Source: an optimization exercise on an open RTL-to-GDS flow (aim: small area, a short achievable clock period and few clock cycles). Production flows keep margins and buffers that such runs may drop. The RTL was checked by simulation tests, not by an equivalence proof against the original design. Power figures rest on the tool's default switching activity, not on a simulated workload.

==> flow/design.v <==
 package mul_pkg;
  localparam int FpuMultiplier = 0;   
  localparam int WIDTH = 52;   
  localparam int MULCYCLES = (WIDTH+3)/4;   
  localparam int COUNTERWIDTH = $clog2(MULCYCLES)+1;   
  typedef enum logic [3:0] {
    PP_0,
    PP_A,
    PP_2A,
    PP_3A,
    PP_4A,
    PP_5A,
    PP_6A,
    PP_7A,
    PP_8A
  } booth_sel_t;
endpackage
 module FA (
    input logic a,
    input logic b,
    input logic cin,
    output logic sum,
    output logic cout
 );
 assign sum = a ^ b ^ cin;
 assign cout = (a & b) | (cin & (a ^ b));
 endmodule
module csa #(
    parameter int WIDTH = 8
)(
    input  logic [WIDTH+2:0] multiplicand_in,
    input  logic [WIDTH+2:0] pp_in,
    input  logic [WIDTH+2:0] carry_in,
    output logic [WIDTH+2:0] sum_out,
    output logic [WIDTH+2:0] carry_out
);
  generate
    for (genvar i = 0; i < WIDTH + 3; i++) begin : g_FA_instantiation
      FA fa (
          .a(multiplicand_in[i]),
          .b(pp_in[i]),
          .cin(carry_in[i]),
          .sum(sum_out[i]),
          .cout(carry_out[i])
      );
    end
  endgenerate
endmodule
 import mul_pkg::*;
module counter #(
    parameter int WIDTH = 4
)(
    input  logic clk,
    input  logic rst_n,
    input  logic start,
    output logic done
);
  logic [WIDTH-1:0] counter;
  always_ff @(posedge clk or negedge rst_n) begin
    if (!rst_n) begin
      counter <= 'h0;
    end else begin
      if (start) begin
        counter <= 'h0;
      end else begin
        counter <= counter + 'b1;
      end
    end
  end
  assign done = (int'(counter) == MULCYCLES+1) ? 1'b1 : 1'b0;
endmodule
import mul_pkg::*;
module booth_encoder (
    input logic [4:0] multiplier_in,
    output mul_pkg::booth_sel_t pp_sel,  
    output logic neg  
);
  always_comb begin
    neg = multiplier_in[4];
    unique case (multiplier_in)
      5'b00000: pp_sel = PP_0;
      5'b00001: pp_sel = PP_A;
      5'b00010: pp_sel = PP_A;
      5'b00011: pp_sel = PP_2A;
      5'b00100: pp_sel = PP_2A;
      5'b00101: pp_sel = PP_3A;
      5'b00110: pp_sel = PP_3A;
      5'b00111: pp_sel = PP_4A;
      5'b01000: pp_sel = PP_4A;
      5'b01001: pp_sel = PP_5A;
      5'b01010: pp_sel = PP_5A;
      5'b01011: pp_sel = PP_6A;
      5'b01100: pp_sel = PP_6A;
      5'b01101: pp_sel = PP_7A;
      5'b01110: pp_sel = PP_7A;
      5'b01111: pp_sel = PP_8A;
      5'b10000: pp_sel = PP_8A;
      5'b10001: pp_sel = PP_7A;
      5'b10010: pp_sel = PP_7A;
      5'b10011: pp_sel = PP_6A;
      5'b10100: pp_sel = PP_6A;
      5'b10101: pp_sel = PP_5A;
      5'b10110: pp_sel = PP_5A;
      5'b10111: pp_sel = PP_4A;
      5'b11000: pp_sel = PP_4A;
      5'b11001: pp_sel = PP_3A;
      5'b11010: pp_sel = PP_3A;
      5'b11011: pp_sel = PP_2A;
      5'b11100: pp_sel = PP_2A;
      5'b11101: pp_sel = PP_A;
      5'b11110: pp_sel = PP_A;
      5'b11111: pp_sel = PP_0;
      default:  pp_sel = PP_0;
    endcase
  end
endmodule
 import mul_pkg::*;
 module multiplicand_reg (
     input  logic clk,
     input  logic rst_n,
     input  logic load,
     input  logic signed [WIDTH-1:0] din,
     output logic signed [WIDTH-1:0] dout
 );
   reg signed [WIDTH-1:0] multiplicand;
   always_ff @(posedge clk or negedge rst_n) begin
     if (!rst_n) begin
       multiplicand <= 'h0;
     end else begin
         if (load) multiplicand <= din;
         else multiplicand <= multiplicand;
     end
   end
   assign dout = multiplicand;
endmodule
import mul_pkg::*;
 module multiplier_shift_reg (
    input logic clk,
    input logic rst_n,
    input logic load,
    input logic signed [WIDTH-1:0] din,
    output logic [3:0] dout,
    output logic last_bit
 );
    reg signed [WIDTH-1:0] multiplier;
    reg last_bit_reg;
    always_ff @(posedge clk or negedge rst_n) begin
        if (!rst_n) begin
            multiplier <= 'h0;
            last_bit_reg <= 1'b0;
        end else begin
            if(load) begin
                multiplier <= din;
                last_bit_reg <= 1'b0;
            end else begin
                multiplier <= {4'b0, multiplier[WIDTH-1:4]};
                last_bit_reg <= multiplier[3];
            end
        end
    end
    assign dout = multiplier[3:0];
    assign last_bit = last_bit_reg;
 endmodule
import mul_pkg::*;
module pp_carry_shift_reg (
    input logic clk,
    input logic rst_n,
    input logic load,
    input logic [WIDTH+2:0] pp_din,
    input logic [WIDTH+2:0] carry_din,
    output logic [(WIDTH<<1)-1:0] pp_dout,
    output logic [(WIDTH<<1)-1:0] carry_dout
);
  reg [(WIDTH<<1)-1:0] pp;   
  reg [(WIDTH<<1)-1:0] carry;
  always_ff @(posedge clk or negedge rst_n) begin
    if (!rst_n) begin
      pp <= 'h0;
      carry <= 'h0;
    end else begin
      if (load) begin
        pp <= 'h0;
        carry <= 'h0;
      end else begin
        pp <= {pp_din[WIDTH+2], pp_din, pp[WIDTH-1:4]};
        carry <= {carry_din, 1'b0, carry[WIDTH-1:4]};
      end
    end
  end
  assign pp_dout = pp;
  assign carry_dout = carry;
endmodule
import mul_pkg::*;
module pp_gen (
    input logic signed [WIDTH-1:0] multiplicand_in,
    input mul_pkg::booth_sel_t booth_sel,
    input logic neg_value,
    output logic signed [WIDTH+2:0] pp_out
);
  logic signed [WIDTH-1:0] not_PP;
  logic signed [WIDTH:0] PP_2, not_PP_2;
  logic signed [WIDTH+1:0] PP_3, PP_4, not_PP_3, not_PP_4;
  logic signed [WIDTH+2:0] PP_5, PP_6, PP_7, PP_8, not_PP_5, not_PP_6, not_PP_7, not_PP_8;
  always_comb begin
    not_PP = ~multiplicand_in + 1;
    PP_2 = multiplicand_in << 1;
    not_PP_2 = ~PP_2 + 1;
    PP_3 = PP_2 + multiplicand_in;
    not_PP_3 = ~PP_3 + 1;
    PP_4 = multiplicand_in << 2;
    not_PP_4 = ~PP_4 + 1;
    PP_5 = PP_4 + multiplicand_in;
    not_PP_5 = ~PP_5 + 1;
    PP_6 = PP_4 + PP_2;
    not_PP_6 = ~PP_6 + 1;
    PP_7 = PP_4 + PP_3;
    not_PP_7 = ~PP_7 + 1;
    PP_8 = multiplicand_in << 3;
    not_PP_8 = ~PP_8 + 1;
    case ({booth_sel, neg_value})
      {PP_0, 1'b0}, {PP_0, 1'b1} : pp_out = 'h0;
      {PP_A, 1'b0} : pp_out = {{3{multiplicand_in[WIDTH-1]}}, multiplicand_in};
      {PP_2A, 1'b0} : pp_out = {{2{PP_2[WIDTH]}}, PP_2};
      {PP_3A, 1'b0} : pp_out = {PP_3[WIDTH+1], PP_3};
      {PP_4A, 1'b0} : pp_out = {PP_4[WIDTH+1], PP_4};
      {PP_5A, 1'b0} : pp_out = PP_5;
      {PP_6A, 1'b0} : pp_out = PP_6;
      {PP_7A, 1'b0} : pp_out = PP_7;
      {PP_8A, 1'b0} : pp_out = PP_8;
      {PP_A, 1'b1} : pp_out = {{3{not_PP[WIDTH-1]}}, not_PP};
      {PP_2A, 1'b1} : pp_out = {{2{not_PP_2[WIDTH]}}, not_PP_2};
      {PP_3A, 1'b1} : pp_out = {not_PP_3[WIDTH+1], not_PP_3};
      {PP_4A, 1'b1} : pp_out = {not_PP_4[WIDTH+1], not_PP_4};
      {PP_5A, 1'b1} : pp_out = not_PP_5;
      {PP_6A, 1'b1} : pp_out = not_PP_6;
      {PP_7A, 1'b1} : pp_out = not_PP_7;
      {PP_8A, 1'b1} : pp_out = not_PP_8;
      default: pp_out = 'h0;
    endcase
  end
endmodule
import mul_pkg::*;
module mul_datapath (
    input logic clk,
    input logic rst_n,
    input logic start,
    input logic signed [WIDTH-1:0] multiplicand_i,
    input logic signed [WIDTH-1:0] multiplier_i,
    output logic signed [(WIDTH<<1)-1:0] product_o,
    output logic signed [WIDTH-1:0] product_rounded_o,
    output logic done
);
  logic signed [WIDTH<<1:0] sum_out;
  logic [(WIDTH<<1)-1:0] pp_shift_reg_q, carry_shift_reg_q;
  logic signed [WIDTH+2:0] pp_gen_q, pp_shift_reg_d, carry_shift_reg_d;
  logic signed [WIDTH-1:0]
      multiplicand_reg_out_q, product_rounded_d;
  logic [3:0] multiplier_shift_reg_out_q;
  logic last_bit_q, neg_sign_int;
  mul_pkg::booth_sel_t pp_sel_int;
  multiplicand_reg multiplicand_reg_instance (
      .clk  (clk),
      .rst_n(rst_n),
      .load (start),
      .din  (multiplicand_i),
      .dout (multiplicand_reg_out_q)
  );
  pp_gen pp_gen_instance (
      .multiplicand_in(multiplicand_reg_out_q),
      .booth_sel(pp_sel_int),
      .neg_value(neg_sign_int),
      .pp_out(pp_gen_q)
  );
  multiplier_shift_reg multiplier_shift_reg_instance (
      .clk(clk),
      .rst_n(rst_n),
      .load(start),
      .din(multiplier_i),
      .dout(multiplier_shift_reg_out_q),
      .last_bit(last_bit_q)
  );
  booth_encoder booth_encoder_instance (
      .multiplier_in({multiplier_shift_reg_out_q, last_bit_q}),
      .pp_sel(pp_sel_int),
      .neg(neg_sign_int)
  );
  pp_carry_shift_reg pp_carry_shift_reg_instance (
      .clk(clk),
      .rst_n(rst_n),
      .load(start),
      .pp_din(pp_shift_reg_d),
      .carry_din(carry_shift_reg_d),
      .pp_dout(pp_shift_reg_q),
      .carry_dout(carry_shift_reg_q)
  );
  csa #(
      .WIDTH(WIDTH)
  ) csa_instance (
      .multiplicand_in(pp_gen_q),
      .pp_in({{3{pp_shift_reg_q[(WIDTH<<1)-1]}}, pp_shift_reg_q[(WIDTH<<1)-1:WIDTH]}),
      .carry_in({{3{carry_shift_reg_q[(WIDTH<<1)-1]}}, carry_shift_reg_q[(WIDTH<<1)-1:WIDTH]}),
      .sum_out(pp_shift_reg_d),
      .carry_out(carry_shift_reg_d)
  );
  assign sum_out = carry_shift_reg_q + pp_shift_reg_q;
  generate
    if (FpuMultiplier) begin : g_rounded_output_for_fpu
      rounder #(
          .WIDTH(WIDTH)
      ) rounder_instance (
          .in (sum_out[(WIDTH<<1)-1:0]),
          .out(product_rounded_d)
      );
      logic [WIDTH-1:0] product_rounded_q;
      always_ff @(posedge clk or negedge rst_n) begin
          if (!rst_n) begin
              product_rounded_q <= 'h0;
            end else begin
                product_rounded_q <= product_rounded_d;
            end
        end
        assign product_rounded_o = product_rounded_q;
        assign product_o = 'h0;
    end else begin : g_normal_output
        logic [(WIDTH<<1)-1:0] product_q;
        always_ff @(posedge clk or negedge rst_n) begin
            if(!rst_n) begin
                product_q <= 'h0;
            end else begin
                product_q <= sum_out[(WIDTH<<1)-1:0];
            end
        end
      assign product_o = product_q;
      assign product_rounded_o = 'h0;
    end
  endgenerate
counter # (
    .WIDTH(COUNTERWIDTH)
) counter_instance(
    .clk(clk),
    .rst_n(rst_n),
    .start(start),
    .done(done)
);
endmodule
==> flow/run.sh <==
#!/bin/bash
# synth_recipe.tcl (not shown) runs the flow's synth.tcl, then flattens the netlist and writes it again
# the make line also repeats each setting of config.mk as NAME=value (left out here)
make -C /OpenROAD-flow-scripts/flow DESIGN_CONFIG=/design/flow/config.mk WORK_HOME=/design/flow/orfs CLKGATE_MAP_FILE= SYNTH_SCRIPT=/design/flow/synth_recipe.tcl finish
==> flow/config.mk <==
export PLATFORM = sky130hd
export DESIGN_NAME = mul_datapath
export DESIGN_NICKNAME = mul_datapath
export VERILOG_FILES = /design/flow/design.v
export SDC_FILE = /design/flow/constraint.sdc
export NUM_CORES = 4
export LEC_CHECK = 0
export CAP_MARGIN = 20
export CORE_MARGIN = 2
export CORE_UTILIZATION = 40
export SLEW_MARGIN = 20
==> flow/constraint.sdc <==
create_clock -name core_clock -period 8.0 [get_ports {clk}]
set_input_delay 1.6000 -clock core_clock [delete_from_list [all_inputs] [get_ports {clk}]]
set_output_delay 1.6000 -clock core_clock [all_outputs]
set_load 0.01 [all_outputs]
==> results.cfg <==
[outcome]
status = no timing/DRC/antenna violations

[placement]
placedCellCount = 6309
gp_congestion = 0.9686
dp_slack_ns = 0.2177
port_buffers = 211
hpwl_um = 112200
placed_area_mm2 = 0.04397

[synth]
yosys.area.top_type_share_pct = 25.93
synthCells = 4807
synth.most_common_cell = nand2_1
netlist.top_cell.by_area = dfrtp_1
yosysWarnings = 7
syn_area_mm2 = 0.03938
synth_commonest_cells = nand2_1, dfrtp_1, a21oi_1, o21ai_0, nor2_1
synthFlopType = dfrtp_1
synth_edf_count = 0
ys_seq_area_share_pct = 25.93
ys_async_sr_fraction_pct = 100.0
ys_ff_latch = 408
synth.distinct_cells = 97
postSynthAreaPerCell_um2 = 8.193
ys_top_cells_by_area = dfrtp_1, ha_1, xnor2_1

[floorplanning]
dieArea_mm2 = 0.1010
core_area_mm2 = 0.09799
start_util_pct = 40.19
die_w_um = 317.8
num_rows = 115
die_y_um = 317.8
pin_count = 264

[pwr]
cellLeakagePower_nw = 20.10
powerDensity_mw_per_mm2 = 250.0
p_int_mw = 6.292
p_seq_share_pct = 23.5
power_mw = 11.40
p_sw_mw = 5.108
switching_share_pct = 44.81
vdd_drop_max_mv = 0.1639
clockPowerShare_pct = 19.6
power_frac_comb_pct = 57.0

[global_routing]
grt_pass1_vias = 36340
grt_max_degree = 165
antenna_found_initial = 0
grt_use_total_pct = 26.88
grt_pass1_wl_um = 214100
gr-total-overflow = 0

[sta]
fin_tns_setup_ns = 0
fin_skew_ns = 0.01894
setup_viol = 0
hold_slack_ns = 0.3518
worstMarginPinSlew_ns = 1.208
fmax_mhz = 131.8
fin_crit_sh_pct = 94.87
hold_viol = 0
fin_crit_ns = 7.589
worst_slack_ns = 0.4106
relSlewSlack_pct = 19.18
rsz0062_at_grt = no
drv_slew = 0

[critical_path]
critPathSlowestCell = a2111oi_1
cp_common_cell = buf_4
start_kind = register
cp.arrival_ns = 8.07
cp-end-kind = register
cp_slowest_stage_delay_ns = 0.64
crit_required_ns = 8.48
crit_path_max_fanout = 5
path_class = reg -> reg

[detailed_routing]
antenna_left = 0
drc = 0
wl_per_cell_um = 21.88
via_count = 38320
drt_pass1_iterations = 8
wl_um = 140000
drt_iter0_markers = 4782
viasPerCell = 5.991

[final_layout]
top_register = g_normal_output.product_q
finalInstanceArea_mm2 = 0.04560
largest_reg_flops = 104
area_delta_synth_final_pct = 15.78
fin_cells = 6397
fillers = 9699
largestRegisters = g_normal_output.product_q: 104 flops, pp_carry_shift_reg_instance.pp: 103 flops, pp_carry_shift_reg_instance.carry: 91 flops
final_nets = 5541
post-route-util_pct = 46.53
drive_gt1_share_pct = 9.219

[cts]
cts_num_sinks = 408
cts_buffers = 49
postCtsSetupRepairBufs = 0
clk_latency_ns = 0.63
cts_tree = built
root_buffer = clkbuf_16
clock_path_buffers = 3
htreeDepth = 2
clkTransAtPathRegs_ns = 0.06
hold_buffers = 0

[flow_run]
drv_cap = 0

[worst_hold_path]
hp-class = reg -> reg
## placed cells by master, fill, tap and decap left out, types with 134 or more instances in the layout
master	count
inv_1	134
ha_1	302
nor2b_1	223
nor2_1	296
nand3_1	134
buf_4	258
o21ai_0	373
clkdlybuf4s50_1	209
a21o_1	134
dfrtp_1	408
a21oi_1	400
xnor2_1	274
nand2_1	477
## cell families after synthesis
| group | Yosys count | synth area share (%) |
|---|---|---|
| mux | 91 | 2.615 |
| xor+xnor | 396 | 8.855 |
| simple gates | 1567 | 19.75 |
| other cells | 1 | 0.009522 |
| buf+inv | 443 | 4.794 |
| fa+ha+maj | 361 | 12.59 |
| compound gates | 1540 | 25.46 |
| flops | 408 | 25.93 |
## worst max-delay path: cells and delay by family, from the launching register on
family / cells / cell delay [ns]
xor+xnor: 3 / 0.53
compound gates: 7 / 2.06
mux: 1 / 0.28
fa+ha+maj: 4 / 1.42
simple gates: 11 / 1.91
flops: 1 / 0.39
buf+inv: 5 / 0.86
## routing by layer
| metal | global-route usage, % | wire length (um) | vias to the layer above |
|---|---|---|---|
| li1 | - | - | 18010 |
| met1 | 37.95 | 62200 | 18290 |
| met2 | 41.95 | 60800 | 1790 |
| met3 | 4.573 | 12280 | 237 |
| met4 | 8.063 | 4681 | 0 |
| met5 | 0 | 0 | - |
## cell type report
type | count | area, um2 | share of cell area [%]
Antenna cell | 1 | 2.502 | 0.005488
Inverter | 135 | 506.7 | 1.111
Clock inverter | 22 | 237.7 | 0.5214
Multi-Input combinational cell | 4007 | 27550 | 60.41
Clock buffer | 65 | 1366 | 2.996
Sequential cell | 408 | 10210 | 22.39
Tap cell | 1287 | 1610 | 3.532
Timing Repair Buffer | 472 | 4119 | 9.033
## path summary, 6_finish.rpt
path / slack (ns) / from / endpoint / cells after the start
worst min register to register: 0.35 / pp_carry_shift_reg_instance.pp[0] / g_normal_output.product_q[0] / 0
worst max-delay path: 0.41 / multiplicand_reg_instance.multiplicand[1] / pp_carry_shift_reg_instance.pp[100] / 31
worst max register to register: 0.41 / multiplicand_reg_instance.multiplicand[1] / pp_carry_shift_reg_instance.pp[100] / 31
max in group asynchronous: 5.59 / rst_n / g_normal_output.product_q[92] / 2
worst min-delay path: 0.35 / pp_carry_shift_reg_instance.pp[0] / g_normal_output.product_q[0] / 0
min in group asynchronous: 0.98 / rst_n / pp_carry_shift_reg_instance.carry[41] / 1
## power groups by stage
stage	logic (mW)	registers, mW	clock network, mW
6_report	6.49	2.68	2.23
4_1_cts	6.35	2.68	2.30
5_1_grt	7.06	2.73	2.39
3_5_place_dp	6.31	2.72	0
2_1_floorplan	3.93	2.71	0
3_3_place_gp	6.30	2.72	0
## repair_timing
| item | in CTS | in global routing |
|---|---|---|
| endpoints found under the hold margin | 0 | 0 |
| endpoints found under the setup margin | 0 | 6 |
| resized for setup | 0 | 4 |
Testbench counts, summed over its fixed seeds: cycles 24,008.

==> separate check: timing with driven ports <==
The flow's constraints put no driver on any port. The routed layout listed below was extracted and timed again, unchanged, in two steps.
Step 1 (the two cells are an assumption about what drives the block):
set clk [get_ports {clk}]
set_driving_cell -lib_cell sky130_fd_sc_hd__clkbuf_16 $clk
set_driving_cell -lib_cell sky130_fd_sc_hd__buf_2 [delete_from_list [all_inputs] $clk]
Step 2, shift: input delay + t, output delay - t, t = (earliest + latest rising clock arrival at the registers) / 2. This alone moves slack from input paths to output paths.
Slacks: no drivers / after step 1 / after step 2; pairs: no drivers / after step 1.
t (ns): 0.702
slack for setup (ns): 0.411 / 0.411 / 0.411
latest minus earliest clock arrival (ns): 0.021 / 0.021
worst register clock-pin slew, ns: 0.06 / 0.06
After both steps this run still meets setup and hold. The setup slack of this run moves by 0.000 ns with the drivers and by 0.000 ns with both steps.
